This design comes from an exercise in tuning for small area and a short achievable clock period on the open sky130 flow, not from production work. Only simulation tests tie the RTL to the original design; equivalence was not proved.

==> flow/design.v, too long to show whole: its modules and the start of the top module <==
// module fa: 4 lines
// module ha: 4 lines
// module bc_pn: 4 lines
// module bc_np: 4 lines
// module gc_pn: 3 lines
// module gc_np: 3 lines
// module xo2: 3 lines
// module xn2: 3 lines
// module iv: 3 lines
// module bpp: 4 lines
// module aoi222: 3 lines
// module aoi22: 3 lines
// module nd2: 3 lines
// module oai21: 3 lines
// module benc: 7 lines
// module bencn: 10 lines
// module bit64: 14322 lines
// module mul64: 15 lines
module mul64(clk, a, b, p);
  // ...
==> flow/flow/run.sh <==
#!/bin/bash
# Layout flow: the standard ORFS flow (standard.sh), with ORFS's own repair
# knobs set: timing repair aims for a setup slack margin, port buffers use a
# plain buffer cell, and gate cloning is off. ORFS writes each tool's log under
# orfs/logs; this script's own output goes to standard.log.
set -uo pipefail
export SETUP_SLACK_MARGIN=40.5
export BUFFER_PORTS_ARGS="-buffer_cell sky130_fd_sc_hd__buf_4"
export SKIP_GATE_CLONING=1
bash standard.sh > standard.log 2>&1
==> flow/standard.sh <==
#!/bin/bash
# synth_recipe.tcl (not shown) runs the flow's synth.tcl, then flattens the netlist and writes it again
# the make line also repeats each setting of config.mk as NAME=value (left out here)
make -C /OpenROAD-flow-scripts/flow DESIGN_CONFIG=/design/flow/config.mk WORK_HOME=/design/flow/orfs CLKGATE_MAP_FILE= SYNTH_SCRIPT=/design/flow/synth_recipe.tcl "${@:-finish}"
==> flow/config.mk <==
export PLATFORM = sky130hd
export DESIGN_NAME = mul64
export DESIGN_NICKNAME = mul64
export VERILOG_FILES = /design/flow/design.v
export SDC_FILE = /design/flow/constraint.sdc
export NUM_CORES = 8
export LEC_CHECK = 0
export CAP_MARGIN = 40
export CORE_MARGIN = 2
export CORE_UTILIZATION = 25
export PLACE_DENSITY = 0.3
export SLEW_MARGIN = 40
export SYNTH_HIERARCHICAL = 1
==> flow/constraint.sdc <==
create_clock -name core_clock -period 52.0 [get_ports {clk}]
set_input_delay 10.4000 -clock core_clock [delete_from_list [all_inputs] [get_ports {clk}]]
set_output_delay 10.4000 -clock core_clock [all_outputs]
set_load 0.01 [all_outputs]
==> results.py, run 1 <==
metrics = {
    "status": {
        "status": "no timing/DRC/antenna violations",
    },
    "clocking": {
        "clk_pin_slew_ps": 70,
        "cts_resized": 256,
        "post_cts_buffers": 7,
        "cts_buffers": 40,
        "clock-sinks": 256,
        "cts-root-buf": "clkbuf_16",
    },
    "finish": {
        "drive_gt1_share_pct": 18.06,
        "design_area_um2": 88540,
        "multi_input_area_share_pct": 78.57,
        "layout_common_cells": "o21ai_1, xor2_1, a222oi_1",
        "multi_input_cells": 6600,
    },
    "timing": {
        "rsz0062_at_grt": "yes",
        "fin_crit_sh_pct": 22.38,
        "slew_viol_final": 0,
        "setup_tns_ps": 0,
    },
    "global_route": {
        "use_met3_pct": 12.60,
    },
    "logic_synthesis": {
        "ys_seq_elements": 256,
        "synth.most_common_cell": "o21ai_1",
    },
    "routing": {
        "drc_errors": 0,
        "avgRoutedWirePerCell_um": 51.49,
        "postRouteAntennaNets": 0,
    },
    "critical_path": {
        "cp.depth": 1,
        "critPathLaunchType": "flop",
        "reg2reg_depth": 36,
    },
    "floorplanning": {
        "fp-row-count": 201,
    },
    "worst_hold_path": {
        "hp-start": "b_q[63]",
    },
}
==> inputs of run 2 (changes only) <==
==> flow/flow/run.sh (replaced) <==
#!/bin/bash
# Layout flow: the standard ORFS flow (standard.sh), with ORFS's own repair
# knobs set: timing repair aims for a setup slack margin of 40.5 ns, port buffers
# start as the smallest buffer (timing repair upsizes them where needed), and
# gate cloning is off. ORFS writes each tool's log under orfs/logs; this
# script's own output goes to standard.log.
set -uo pipefail
export SETUP_SLACK_MARGIN=40.5
export BUFFER_PORTS_ARGS="-buffer_cell sky130_fd_sc_hd__buf_1"
export SKIP_GATE_CLONING=1
bash standard.sh > standard.log 2>&1
==> flow/config.mk (replaced) <==
export PLATFORM = sky130hd
export DESIGN_NAME = mul64
export DESIGN_NICKNAME = mul64
export VERILOG_FILES = /design/flow/design.v
export SDC_FILE = /design/flow/constraint.sdc
export NUM_CORES = 8
export LEC_CHECK = 0
export CAP_MARGIN = 10
export CORE_MARGIN = 2
export CORE_UTILIZATION = 30
export PLACE_DENSITY = 0.35
export SLEW_MARGIN = 10
export SYNTH_HIERARCHICAL = 1
==> results.py, run 2 <==
metrics = {
    "status": {
        "status": "complete, but fails checks",
        "check.faults": "max-capacitance violations, max-slew violations",
    },
    "timing": {
        "clock_skew_ps": 82.97,
        "slew_viol_final": 29,
        "setup_tns_ps": 0,
        "worst_pin_slew_ps": 1554,
        "slew_headroom_pct": -3.581,
        "fin_crit_sh_pct": 22.32,
        "setup_viol": 0,
        "rsz0062_at_grt": "yes",
        "final_hold_viol_count": 0,
        "fmax_mhz": 86.17,
        "fin_ws_ps": 40390,
        "finalCriticalPeriod_ps": 11610,
    },
    "global_route": {
        "grt_pass1_wl_mm": 769.8,
        "antenna_found_initial": 50,
        "grt_max_degree": 67,
        "grt_overflow": 0,
        "grt_pass1_vias": 86013,
        "gr-usage-all-layers_pct": 43.35,
    },
    "placement": {
        "portBuffers": 256,
        "place_ws_ps": 38420,
        "place_congestion": 0.9981,
        "dp_hpwl_mm": 382.1,
        "placed_cells": 11154,
    },
    "clocking": {
        "clk_latency_ps": 730,
        "cts-root-buf": "clkbuf_16",
        "holdBufCountCts": 0,
        "cts_buffers": 40,
        "clk_pin_slew_ps": 50,
        "cts_buffer_depth": 3,
        "clock-sinks": 256,
        "cts_tree": "built",
        "htree_levels": 2,
    },
    "routing": {
        "drc_errors": 0,
        "avgRoutedWirePerCell_um": 51.22,
        "routed-via-count": 85313,
        "drt_pass1_iterations": 20,
        "drtIter0Drc": 21576,
        "drt_wl_total_mm": 577.9,
        "postRouteAntennaNets": 0,
        "vias_per_cell": 7.562,
    },
    "logic_synthesis": {
        "synthFlopType": "dfxtp_1",
        "synth_edf_count": 0,
        "ys_seq_area_share_pct": 6.780,
        "synth.most_common_cell": "o21ai_1",
        "ys_types": 26,
        "synth_top_area_share_pct": 32.81,
        "yosysWarningCount": 7,
        "syn_inst": 7252,
        "avgSynthCellArea_um2": 10.42,
        "async_flop_share_pct": 0,
        "ys_seq_elements": 256,
        "yosys-top-cells-area": "fa_1, a222oi_1, xor2_1",
        "synth_top_area_cell": "fa_1",
        "synth_area_um2": 75590,
        "synthTopCellsByCount": "o21ai_1, xor2_1, a222oi_1",
    },
    "finish": {
        "drive_gt1_share_pct": 15.87,
        "top_regs": "p x128, a_q x64, b_q x64",
        "layout_common_cells": "o21ai_1, a222oi_1, xor2_1",
        "finish.net_count": 9578,
        "area_delta_synth_final_pct": 14.63,
        "seqCellArea_um2": 5294,
        "postLayoutCoreUtil_pct": 34.53,
        "nFillCells": 25873,
        "top_register": "p",
        "final_common_cell": "o21ai_1",
        "final_cell_count_no_fill": 11282,
        "largest_register_ff_count": 128,
        "multi_input_comb_area_um2": 69500,
    },
    "critical_path": {
        "path_buf_inv": 1,
        "crit_path_max_incr_delay_ps": 390,
        "required_ps": 41600,
        "crit_family": "flip-flops",
        "slowest_stage": "dfxtp_4",
        "cp_max_fo": 1,
        "critPathLaunchType": "flop",
        "critical_path_class": "reg -> out",
        "crit_path_end_kind": "output port",
        "path_cells": "buf_6",
        "cp.arrival_ps": 1210,
    },
    "worst_hold_path": {
        "hold_path.class": "reg -> reg",
    },
    "floorplanning": {
        "initial_utilization_pct": 30.12,
        "fp-row-count": 184,
        "pin_count": 257,
        "die_w_um": 506.0,
        "die_area_um2": 256000,
        "die_h_um": 506.0,
        "core_area_um2": 250900,
    },
    "run": {
        "max_cap_violations": 1,
    },
}
## run 2: cell counts after synthesis
No cell type changed its count.
## run 2: through the flow
step	hold slack (ps)	cell area (um^2)
after floorplan	963.8	75660
after global placement	973.9	84190
after detailed placement	961.9	84190
after CTS	979.9	86130
after global routing	1014	86580
final	978.8	86650
## run 2: final timing paths
check        depth (start not counted)     end     from  slack, ps
min reg2reg                          4  p[127]  a_q[63]        980
max                                  1   p[88]    p[88]      40390
max reg2reg                         33  p[127]  a_q[61]      40630
min                                  4  p[127]  a_q[63]        980
## run 2: cell type report
class / instances / share of cell area, %
diodes: 47 / 0.1357
clock buffers: 53 / 1.315
clock inverters: 18 / 0.2758
inverters: 233 / 1.009
multi-input cells: 6600 / 80.21
flip-flops and latches: 256 / 6.109
well taps: 3348 / 4.834
repair buffers: 727 / 6.112
## run 2: cell families (layout without fill, tap and decap cells)
family	after synthesis	in the layout	synth area share, %
xor gates and xnor gates	1619	1619	18.76
adders and majority gates	1591	1591	38.64
other	1	49	0.004961
DFF	256	256	6.780
AOI/OAI and AO/OA	3128	3128	31.18
buffers and inverters	397	1031	2.677
and+or+nand+nor	260	260	1.955
## run 2: metal layers
layer	vias to the layer above	part of all wire, %	track usage [%]
met4	32	10	35.04
li1	30476	-	-
met5	-	0.077	0.8148
met1	43344	35	50.38
met2	8571	41	62.74
met3	2890	13	17.38
## run 2: Yosys stat by module, one instance, submodules excluded
module  flops+latches  cell area [um^2]
bencn               0             66.31
gc_pn               0             8.758
xn2                 0             8.758
gc_np               0             5.005
iv                  0             3.754
oai21               0             5.005
ha                  0             12.51
fa                  0             20.02
bit64               0              4933
xo2                 0             8.758
aoi222              0             10.01
mul64             256              5125
## run 2: worst reg2reg max path: cells and delay by family (launching register included)
kind | cells | cell delay [ps]
xor+xnor | 2 | 300
fa+ha+maj | 9 | 4180
buf+inv | 6 | 2220
simple gates | 6 | 1610
flops | 1 | 790
compound gates | 10 | 2150
## run 2: timing repair
item | 4_1_cts | 5_1_grt
pin swaps | 6 | 4
buffers inserted | 6 | 4
gates resized for setup | 212 | 93
setup endpoints to repair | 197 | 173
hold endpoints to repair | 0 | 0
==> inputs of run 3 (changes only) <==
==> flow/flow/run.sh (replaced) <==
#!/bin/bash
# Layout flow: the standard ORFS flow (standard.sh) with ORFS's own knobs:
# - before floorplanning, flow/downsize.tcl puts every combinational cell at
#   its smallest drive strength (timing repair sizes up what needs it);
# - timing repair aims for a setup slack margin of 40.5 ns;
# - port buffers start as the smallest buffer (repair upsizes them as needed);
# - gate cloning is off.
# ORFS writes each tool's log under orfs/logs; this script's output goes to
# standard.log.
set -uo pipefail
export PRE_FLOORPLAN_TCL="$PWD/flow/downsize.tcl"
export SETUP_SLACK_MARGIN=40.5
export BUFFER_PORTS_ARGS="-buffer_cell sky130_fd_sc_hd__buf_1"
export SKIP_GATE_CLONING=1
bash standard.sh > standard.log 2>&1
==> flow/flow/downsize.tcl (new file) <==
# Before floorplanning: put every combinational cell at the smallest drive
# strength of its footprint (same function and pins); timing repair later
# sizes up the cells that need it. Registers keep the cell synthesis gave them.
set db [ord::get_db]
set smallest [dict create]
foreach lib [$db getLibs] {
  foreach m [$lib getMasters] {
    set n [$m getName]
    if {[regexp {^(sky130_fd_sc_hd__[a-z0-9]+)_(\d+)$} $n -> base drv]} {
      set a [expr {[$m getWidth] * [$m getHeight]}]
      if {![dict exists $smallest $base] || $a < [lindex [dict get $smallest $base] 1]} {
        dict set smallest $base [list $m $a]
      }
    }
  }
}
set nswap 0
foreach inst [[ord::get_db_block] getInsts] {
  set m [$inst getMaster]
  set n [$m getName]
  if {![regexp {^(sky130_fd_sc_hd__[a-z0-9]+)_(\d+)$} $n -> base drv]} continue
  if {[string match "sky130_fd_sc_hd__df*" $n] || [string match "*clk*" $n] || [string match "*conb*" $n]} continue
  if {![dict exists $smallest $base]} continue
  set sm [lindex [dict get $smallest $base] 0]
  if {$sm ne $m && [$sm getWidth] < [$m getWidth]} {
    if {[$inst swapMaster $sm]} { incr nswap }
  }
}
puts "downsize: swapped $nswap instances to their smallest size"
--- a/flow/config.mk
+++ b/flow/config.mk
@@ -5,9 +5,9 @@
 export SDC_FILE = /design/flow/constraint.sdc
 export NUM_CORES = 8
 export LEC_CHECK = 0
-export CAP_MARGIN = 10
+export CAP_MARGIN = 40
 export CORE_MARGIN = 2
 export CORE_UTILIZATION = 30
 export PLACE_DENSITY = 0.35
-export SLEW_MARGIN = 10
+export SLEW_MARGIN = 40
 export SYNTH_HIERARCHICAL = 1
==> results.py, run 3 <==
metrics = {
    "status": {
        "status": "no timing/DRC/antenna violations",
    },
    "routing": {
        "routed-via-count": 87631,
        "drtIter0Drc": 22890,
        "drt_wl_total_mm": 600.8,
        "dr_wl_met3_mm": 86.37,
        "wl_met2_mm": 243.5,
        "drc_errors": 0,
        "dr.max_layer_used": "met5",
        "vias_per_cell": 7.847,
        "drt_pass1_iterations": 17,
        "postRouteAntennaNets": 0,
        "avgRoutedWirePerCell_um": 53.80,
        "wl_met1_mm": 212.6,
    },
    "worst_hold_path": {
        "hold_path.class": "reg -> reg",
    },
    "finish": {
        "postLayoutCoreUtil_pct": 35.09,
        "top_regs": "p x128, a_q x64, b_q x64",
        "drive_gt1_share_pct": 13.23,
        "layout_common_cells": "o21ai_1, a222oi_1, xor2_1",
        "nFillCells": 25108,
        "finish.net_count": 9573,
        "final_common_cell": "o21ai_1",
        "top_register": "p",
        "largest_register_ff_count": 128,
    },
    "timing": {
        "finalCriticalPeriod_ps": 11590,
        "clock_skew_ps": 32.38,
        "setup_tns_ps": 0,
        "worst_pin_slew_ps": 1058,
        "fmax_mhz": 86.28,
        "hold_ws_ps": 1336,
        "fin_crit_sh_pct": 22.29,
        "fin_ws_ps": 40410,
        "final_hold_viol_count": 0,
        "slew_viol_final": 0,
        "rsz0062_at_grt": "yes",
        "setup_viol": 0,
        "slew_headroom_pct": 29.47,
    },
    "global_route": {
        "antenna_found_initial": 58,
        "grt_pass1_wl_mm": 791.3,
        "grt_pass1_vias": 85992,
        "gr-usage-all-layers_pct": 46.12,
        "grt_max_degree": 69,
        "grt_overflow": 0,
    },
    "critical_path": {
        "crit_family": "flip-flops",
        "required_ps": 41600,
        "critPathLaunchType": "flop",
        "crit_path_max_incr_delay_ps": 390,
        "slowest_stage": "dfxtp_4",
        "path_buf_inv": 1,
        "cp.arrival_ps": 1190,
        "path_cells": "buf_6",
        "cp_max_fo": 1,
        "crit_path_end_kind": "output port",
        "critical_path_class": "reg -> out",
    },
    "clocking": {
        "clock-sinks": 256,
        "cts_buffer_depth": 3,
        "cts_tree": "built",
        "cts-root-buf": "clkbuf_16",
        "cts_buffers": 38,
        "holdBufCountCts": 0,
        "htree_levels": 2,
        "clk_pin_slew_ps": 70,
        "clk_latency_ps": 700,
    },
    "floorplanning": {
        "die_area_um2": 251000,
        "pin_count": 257,
        "core_area_um2": 245700,
        "die_h_um": 501,
        "die_w_um": 501,
        "initial_utilization_pct": 30.16,
        "fp-row-count": 182,
    },
    "placement": {
        "place_congestion": 0.9979,
        "place_ws_ps": 38060,
        "dp_hpwl_mm": 384.5,
        "portBuffers": 256,
    },
    "logic_synthesis": {
        "yosysWarningCount": 7,
        "syn_inst": 7252,
    },
    "run": {
        "max_cap_violations": 0,
    },
}
-- run 3: area by class of cell --
cell class	instances	area, um^2	share of cell area, %
diodes	64	160.2	0.1857
clock buffers	47	1066	1.236
clock inverters	23	277.8	0.3221
inverters	233	885.9	1.027
multi-input cells	6600	68840	79.84
flip-flops and latches	256	5316	6.166
well taps	3220	4029	4.673
repair buffers	724	5644	6.546
-- run 3: final timing paths --
kind,start,endpoint,cells after the start,slack (ps)
max,p[93],p[93],1,40410
min,b_q[2],p[1],4,1340
max reg2reg,a_q[30],p[91],34,40500
min reg2reg,b_q[2],p[1],4,1340
-- run 3: metrics by stage --
| step | instance area (um^2) | std cells |
|---|---|---|
| final | 86220 | 11167 |
| after global routing | 86070 | 11106 |
| after CTS | 85390 | 11096 |
| after detailed placement | 83390 | 11023 |
| after global placement | 83140 | 11015 |
| after floorplan | 74110 | 7253 |
-- run 3: what timing repair did --
item	CTS	global route
pin swaps	3	10
endpoints found under the hold margin	0	0
resized for setup	245	134
buffers inserted	3	5
setup endpoints to repair	203	170
-- run 3: layer usage --
layer	vias to the layer above	track usage [%]
li1	30521	-
met1	44467	54.37
met2	9516	65.34
met3	3096	20.53
met4	31	35.04
met5	-	0

## separate check: timing with driven ports
The flow's constraints put no driver on any port. The routed layouts listed below were extracted and timed again, unchanged, in two steps.
Step 1 assumes that a clkbuf_16 drives the clock port and a buf_2 every other input.
Step 2 times the ports against the registers' clock, not the clock port: input delays grow and output delays shrink by t, the midpoint of the rising clock arrivals with the driver on.
Slacks: ideal ports / drivers / drivers and shift; pairs: ideal ports / drivers.
| run | shift t [ns] | setup slack, ns | hold WS [ns] | worst setup path after step 2 |
|---|---|---|---|---|
| run 1 | 0.812 | 40.362 / 40.253 / 40.728 | 1.020 / 1.020 / 1.020 | register to register |
| run 2 | 0.801 | 40.395 / 40.285 / 40.632 | 0.979 / 0.979 / 0.979 | register to register |
| run 3 | 0.790 | 40.410 / 40.301 / 40.500 | 1.336 / 1.336 / 1.336 | register to register |
